Context: an optimization exercise on an open-source flow, tuned for small area, a short achievable clock period and few clock cycles per item. The choices shown serve that exercise and are no tape-out recipe.
Where RTL was checked, it was by simulation tests only, not by an equivalence proof against the original.
Power is estimated from default activity; no workload was simulated.

== exp/raven ==
## onp_calc
module onp_calc(
    input clk,
    input rst,
    input [3:0] in_data,
    input wr_data,
    output [31:0] result,
    output result_ready
    );
    reg  [23:0] P;
    reg         ps;
    reg  [20:0] S;
    reg  [13:0] M;
    reg         ms;
    reg         szero;    
    reg   [1:0] nic;      
    reg         pmul;     
    reg         rdy;
    reg         init;
    reg t_dig, t_pm, t_sub, t_mul, t_eq, t_lp, t_rp;
    reg x2, x4, x8, xs, y1, y2, yn;
    wire clr = rdy | init;
    wire tv  = t_dig | t_pm | t_mul | t_eq | t_lp | t_rp;
    reg [2:0] fst [0:4];
    wire inh = ~pmul;
    wire [2:0] ftop = fst[0];
    wire f_szero = ftop[2], f_inh = ftop[1], f_ms = ftop[0];
    integer i;
    always @(posedge clk)
        if (t_lp) begin
            fst[0] <= {szero, inh, ms};
            for (i = 1; i < 5; i = i + 1) fst[i] <= fst[i-1];
        end else if (t_rp) begin
            for (i = 0; i < 4; i = i + 1) fst[i] <= fst[i+1];
        end
    reg ps_nx;
    always @* begin
        ps_nx = ps;
        if (clr | t_rp | t_eq) ps_nx = 1'b0;
        else if (t_pm) ps_nx = ms ^ t_sub;
    end
    wire [3:0] d = in_data;
    wire w_dig = wr_data & ~(d[3] & (d[2] | d[1]));
    wire w_as  = wr_data & (d == 4'hA || d == 4'hB || d == 4'hD || d == 4'hF);
    always @(posedge clk) begin
        t_dig <= w_dig;
        t_pm  <= wr_data & (d == 4'hA || d == 4'hB);
  ...
clock: 9.0 ns
lec_check: 0
cap_margin: 20
core_margin: 2
core_utilization: 40
cts_buf_list: sky130_fd_sc_hd__clkbuf_8
cts_cluster_diameter: 100
cts_cluster_size: 20
slew_margin: 20
standard.sh (not shown) runs the stock make flow with config.mk's settings and CLKGATE_MAP_FILE= SYNTH_SCRIPT=/design/flow/synth_recipe.tcl, a recipe that flattens the netlist after the stock synthesis.
==> flow/flow/run.sh <==
#!/bin/bash
set -euo pipefail
MARGIN=6.0
bash standard.sh synth > synth.log 2>&1
bash standard.sh SETUP_SLACK_MARGIN=$MARGIN "BUFFER_PORTS_ARGS=-buffer_cell sky130_fd_sc_hd__buf_2" finish > layout.log 2>&1
The final layout from exp/raven, which completed every stage, passed the timing, design-rule and antenna checks at the end of the flow.
Testbench counts of exp/raven, summed over its fixed seeds: cycles 30,450, exprs 2,400.
What exp/ember does differently from exp/raven at the input level:
- clearing CTS_BUF_LIST, which used to be sky130_fd_sc_hd__clkbuf_8
- swapping 40 for 70 in CORE_UTILIZATION
- clearing CTS_CLUSTER_SIZE, which used to be 20
- clearing CTS_CLUSTER_DIAMETER, which used to be 100
### Flow results
exp/ember against exp/raven: post-placement setup slack was more or less identical; clock share of power went up by 7.9 points; routing usage on met2 went up by 26 points. Diff exp/raven -> exp/ember: final worst slack went down 0.034 ns; portion of the clock cycle consumed by the worst path in the final layout went up 0.38 points. exp/ember -> exp/raven: async set-or-reset flop fraction in the synthesized netlist delta 0, exact match. exp/ember against exp/raven: global-route wire length before repair increased about 3%; cell count went down 92; remaining number of nets flagged by the antenna check after routing level.
Here is what was changed in the inputs of exp/umber compared with exp/ember.
- CORE_UTILIZATION: 70 -> 40
- CTS_BUF_LIST: unset -> sky130_fd_sc_hd__clkbuf_8
## What came out
exp/ember reports its start point of the critical path as P[15] while exp/umber reports P[22]. Relative to exp/ember, the net count reported at finish measured on exp/umber has decreased slightly. When exp/umber is set beside exp/ember, its fraction of standard cell area that is sequential turns out to be 0.83 points larger. Changes observed in exp/umber relative to exp/ember: synthesis-to-finish area growth shrank by 2.5 points; clock period minus final worst setup slack fell by 0.034 ns; largest fanout on the critical path went down. STATUS final standard cell area without fillers: exp/umber wins against exp/ember. Delta (exp/umber minus exp/ember): clock input transition at the sequential cells of the worst setup and hold paths moved up, synthesized area now sits at about the same level.
Input changes introduced in exp/delta (baseline for comparison: exp/umber):
--- a/flow/flow/run.sh
+++ b/flow/flow/run.sh
@@ -3 +3 @@
-MARGIN=6.0
+MARGIN=5.8
[summary]
- Per the comparison of exp/delta with exp/umber, number of standard cells in the layout, taps in and fillers out now sits at about the same level, register-to-register slack now sits lower, cell area power density now sits higher.
- NOTE detailed route wirelength on metal2 exp/umber->exp/delta decreased slightly
- Going from exp/umber to exp/delta, sum of routed wire length over all layers decreased by about 1.8% relative to the old numbers, power after layout closely matched the old numbers, global-route usage over all layers closely matched the old numbers, wire length of the first global-routing pass decreased by about 0.5% relative to the old numbers.
- | worst reg2reg path depth | exp/delta vs exp/umber | 1 lower |
- Comparing exp/umber and exp/delta, the lower buffer count excluding the clock tree in the final layout was measured on exp/delta.


== juniper ==
Another version of the RTL of onp_calc (not shown whole).
Size: ~140 flip-flops, ~7500 µm² of cells after synthesis.
Design onp_calc, start of the top module:
module onp_calc(
    input clk,
    input rst,
    input [3:0] in_data,
    input wr_data,
    output [31:0] result,
    output result_ready
    );
Settings: LEC_CHECK=0, CAP_MARGIN=20, CORE_MARGIN=2, CORE_UTILIZATION=40, CTS_BUF_LIST=sky130_fd_sc_hd__clkbuf_8, SLEW_MARGIN=20; clock period 9.0 ns.
==> flow/flow/run.sh <==
#!/bin/bash
set -euo pipefail
MARGIN=5.9
bash standard.sh synth > synth.log 2>&1
bash standard.sh SETUP_SLACK_MARGIN=$MARGIN "BUFFER_PORTS_ARGS=-buffer_cell sky130_fd_sc_hd__buf_2" finish > layout.log 2>&1
diff inputs: juniper => nickel
diff --git a/flow/flow/run.sh b/flow/flow/run.sh
--- a/flow/flow/run.sh
+++ b/flow/flow/run.sh
@@ -2,3 +2,3 @@
 set -euo pipefail
-MARGIN=5.9
+MARGIN=6.0
 bash standard.sh synth > synth.log 2>&1
## What came out
In summary, nickel completed successfully, with a layout that passed the timing, design-rule and antenna checks. | aggregate global-route resource usage | nickel vs juniper | ≈ equal |. Met2 track demand over resource in global routing essentially unchanged between juniper and nickel. For nickel, the end point of the critical path was S[16], unlike juniper, where it was result[9]. Compared with juniper, in nickel sequential share of power down 0.2 points, proportion of cell area occupied by registers down 0.66 points.
Function was not checked in any run of this note: the RTL went through the layout flow alone.


onp_calc, a different RTL version from the one above (not shown whole).
For scale: about 860 cells after synthesis, ~140 flip-flops, ~40 I/O pins, ~7800 µm² of cells after synthesis.
// onp_calc
module onp_calc(
    input clk,
    input rst,
    input [3:0] in_data,
    input wr_data,
    output [31:0] result,
    output result_ready
    );
Settings: LEC_CHECK=0, CAP_MARGIN=20, CORE_MARGIN=2, CORE_UTILIZATION=40, SLEW_MARGIN=20; clock period 9.0 ns.
==> flow/flow/run.sh <==
#!/bin/bash
set -euo pipefail
bash standard.sh synth > synth.log 2>&1
bash standard.sh SETUP_SLACK_MARGIN=6.0 finish > layout.log 2>&1
Testbench counts at the start, summed over its fixed seeds: cycles 30,450, exprs 2,400.
Edit:
==> flow/flow/run.sh (replaced) <==
#!/bin/bash
set -euo pipefail
bash standard.sh synth > synth.log 2>&1
bash standard.sh SETUP_SLACK_MARGIN=6.5 finish > layout.log 2>&1
Effect:
- The new run finished with timing, DRC and antenna clean
- clock skew hardly moves
- die area stays the same
- register-to-register slack improved by 0.03 ns
- critical path depth grows by 2
- total power grows by a few percent
- fmax grows slightly
- setup slack improved by 0.034 ns
- final cell count grows by a little under a tenth


The RTL this note starts from:
==> flow/design.v <==
module onp_calc(
    input clk,
    input rst,
    input [3:0] in_data,
    input wr_data,
    output [31:0] result,
    output result_ready
    );
    reg  [23:0] P;
    reg         ps;
    reg  [20:0] S;
    reg         szero;    
    reg   [1:0] nzc;      
    reg  [13:0] M;
    reg         ms;
    reg   [1:0] nic;      
    reg         pmul;     
    reg         rdy;
    reg         init;
    reg t_dig, t_pm, t_sub, t_mul, t_eq, t_lp, t_rp;
    reg x4, x8, xs, y1, y2, yn;
    wire clr = rdy | init;
    wire tv  = t_dig | t_pm | t_mul | t_eq | t_lp | t_rp;
    reg [2:0] fst [0:4];
    wire inh = ~pmul;
    wire [2:0] ftop = fst[0];
    wire f_szero = ftop[2], f_inh = ftop[1], f_ms = ftop[0];
    integer i;
    always @(posedge clk)
        if (t_lp) begin
            fst[0] <= {szero, inh, ms};
            for (i = 1; i < 5; i = i + 1) fst[i] <= fst[i-1];
        end else if (t_rp) begin
            for (i = 0; i < 4; i = i + 1) fst[i] <= fst[i+1];
        end
    reg ps_nx, szero_nx;
    always @* begin
        ps_nx = ps;
        if (clr | t_rp | t_eq) ps_nx = 1'b0;
        else if (t_pm) ps_nx = ms ^ t_sub;
        szero_nx = szero;
        if (clr | t_lp) szero_nx = 1'b1;
        else if (t_pm) szero_nx = 1'b0;
        else if (t_rp) szero_nx = f_szero;
    end
    wire [3:0] d = in_data;
    wire w_dig = wr_data & ~(d[3] & (d[2] | d[1]));
    wire w_as  = wr_data & (d == 4'hA || d == 4'hB || d == 4'hD || d == 4'hF);
    always @(posedge clk) begin
        t_dig <= w_dig;
        t_pm  <= wr_data & (d == 4'hA || d == 4'hB);
        t_mul <= wr_data & (d == 4'hC);
        t_eq  <= wr_data & (d == 4'hD);
        t_lp  <= wr_data & (d == 4'hE);
        t_rp  <= wr_data & (d == 4'hF);
        x4 <= w_dig & (d == 4'd3 || d == 4'd4 || d == 4'd5 || d == 4'd6);
        x8 <= w_dig & (d == 4'd7 || d == 4'd8 || d == 4'd9);
        xs <= w_as & ~szero_nx;
        y1 <= (w_dig & (d == 4'd1 || d == 4'd5 || d == 4'd9)) | (w_as & ~ps_nx);
        y2 <= w_dig & (d == 4'd2 || d == 4'd6);
        yn <= (w_dig & (d == 4'd3 || d == 4'd7)) | (w_as & ps_nx);
    end
    always @(posedge clk)
        t_sub <= d[0];
    wire [23:0] X = ({24{x4}} & {P[21:0], 2'b0})
                  | ({24{x8}} & {P[20:0], 3'b0})
                  | ({24{xs}} & {{3{S[20]}}, S});
    wire [23:0] Y = ({24{y1}} & P)
                  | ({24{y2}} & {P[22:0], 1'b0})
                  | ({24{yn}} & ~P);
    wire [24:0] sum1 = {X, 1'b1} + {Y, yn};
    wire [23:0] sum = sum1[24:1];
    reg [13:0] s0;
    reg [7:0]  s1;
    reg [7:0]  msave;
    wire held   = (nzc != 2'd0);
    wire push_s = t_pm & szero & held;
    wire pop_s  = t_rp & ~szero & held;
    always @(posedge clk) begin
        if (push_s) begin
            s0 <= S[13:0];
            s1 <= s0[7:0];
        end else if (pop_s) begin
            s0 <= {{6{s1[7]}}, s1};
        end
        if (t_lp & ~inh) msave <= M[7:0];
    end
    always @(posedge clk or posedge rst)
        if (rst) begin
            rdy <= 1'b0;
            init <= 1'b1;
        end else begin
            init <= 1'b0;
            rdy <= t_eq;
        end
    always @(posedge clk) begin
        szero <= szero_nx;
        if (clr) begin
            nzc <= 2'd0;
            nic <= 2'd0;
            pmul <= 1'b0;
        end else if (tv) begin
            pmul <= t_mul;
            if (t_lp) begin
                if (~szero) nzc <= nzc + 2'd1;
                if (~inh) nic <= nic + 2'd1;
            end
            if (t_rp) begin
                if (~f_szero) nzc <= nzc - 2'd1;
                if (~f_inh) nic <= nic - 2'd1;
            end
        end
    end
    always @(posedge clk) begin
        ps <= ps_nx;
        if (clr) begin
            P <= 24'd1;
            S <= 21'd0;
            M <= 14'd1;
            ms <= 1'b0;
        end else begin
            if (t_dig | t_rp | t_eq) P <= sum;
            if (t_pm) begin
                S <= sum[20:0];
                P <= {{10{M[13]}}, M};
            end
            if (t_lp) begin
                if (~inh) M <= P[13:0];
                ms <= ps;
            end
            if (t_rp) begin
                if (~szero) S <= held ? {{7{s0[13]}}, s0} : 21'd0;
                ms <= f_ms;
                if (~f_inh) M <= (nic == 2'd1) ? 14'd1 : {{6{msave[7]}}, msave};
            end
        end
    end
    assign result = {{8{P[23]}}, P};
    assign result_ready = rdy;
endmodule
==> flow/config.mk <==
export PLATFORM = sky130hd
export DESIGN_NAME = onp_calc
export DESIGN_NICKNAME = onp_calc
export VERILOG_FILES = /design/flow/design.v
export SDC_FILE = /design/flow/constraint.sdc
export NUM_CORES = 4
export LEC_CHECK = 0
export CAP_MARGIN = 20
export CORE_MARGIN = 2
export CORE_UTILIZATION = 55
export CTS_BUF_LIST = sky130_fd_sc_hd__clkbuf_8
export SLEW_MARGIN = 20
==> flow/constraint.sdc <==
create_clock -name core_clock -period 9.0 [get_ports {clk}]
set_input_delay 1.8000 -clock core_clock [delete_from_list [all_inputs] [get_ports {clk}]]
set_output_delay 1.8000 -clock core_clock [all_outputs]
set_load 0.01 [all_outputs]
==> flow/flow/run.sh <==
#!/bin/bash
set -euo pipefail
MARGIN=6.0
bash standard.sh synth > synth.log 2>&1
bash standard.sh SETUP_SLACK_MARGIN=$MARGIN "BUFFER_PORTS_ARGS=-buffer_cell sky130_fd_sc_hd__buf_1" finish > layout.log 2>&1
The baseline went through all stages and came out clean.
Testbench counts at the start, summed over its fixed seeds: cycles 30,450, exprs 2,400.
==> next run, changes <==
- CORE_UTILIZATION: 55 -> 40
- CTS_BUF_LIST: sky130_fd_sc_hd__clkbuf_8 -> sky130_fd_sc_hd__clkbuf_2 sky130_fd_sc_hd__clkbuf_8
Fmax went up by 0.39%.
Clock skew is about the same.
Utilization went down by 17 points.
Final area went up by 1.2%.
Routed wire length went down by 3.6%.
Die area went up by 36%.
First-iteration DRC count went up by 12%.
==> next run, changes <==
- CORE_UTILIZATION: 40 -> 70
- CTS_BUF_LIST: sky130_fd_sc_hd__clkbuf_2 sky130_fd_sc_hd__clkbuf_8 -> sky130_fd_sc_hd__clkbuf_4
Total power went down by 3.5%.
Clock-buffer cell count goes down by 2.
Via count rose by 6.0%.
Hold slack gets worse by 0.017 ns.
==> next run, changes <==
- CORE_UTILIZATION: 70 -> 40
- CTS_BUF_LIST: sky130_fd_sc_hd__clkbuf_4 -> sky130_fd_sc_hd__clkbuf_8
- GPL_TIMING_DRIVEN: default -> 0
After rerunning:
- The new run went through all stages and came out clean
- die area increases by 72%
- via count decreases by 1.3%
- non-clock buffer count increases by 59

re-timing with driven ports:
In the flow no input, the clock included, has a driving cell. The finished layouts below were timed again as built, in two steps. Step 1: set_driving_cell puts a clkbuf_16 on clk and a buf_2 on each other input, an assumption about the parent block. Step 2 also shifts input and output timing later by t, the mid clock arrival at the registers, as if the neighbouring blocks saw the same clock. Slacks: ideal ports / drivers / drivers and shift; pairs: ideal ports / drivers.
run	t (ns)	setup slack, ns	worst data-port slew with drivers (ns)	pins driven straight from the clock port
exp/raven	0.498	6.075 / 6.035 / 6.090	0.03	1
exp/ember	0.579	6.040 / 6.003 / 6.057	0.03	1
exp/umber	0.498	6.075 / 6.035 / 6.090	0.03	1
exp/delta	0.502	5.981 / 5.942 / 5.995	0.03	1
juniper	0.506	5.942 / 5.904 / 5.955	0.03	1
nickel	0.500	6.040 / 6.012 / 6.040	0.03	1
the first run of note 3	0.467	6.047 / 6.008 / 5.865	0.03	1
the second run of note 3	0.466	6.081 / 6.081 / 6.081	0.03	1
the first run of note 4	0.495	6.051 / 6.012 / 6.102	0.03	1
the second run of note 4	0.490	6.062 / 6.022 / 6.028	0.03	1
the third run of note 4	0.575	6.060 / 6.025 / 6.076	0.03	1
the fourth run of note 4	0.469	6.040 / 6.004 / 6.054	0.03	1
After both steps every run listed still meets setup and hold. For the first run of note 3, which loses most, drivers alone change the setup slack by -0.039 ns; drivers and shift together by -0.182 ns.
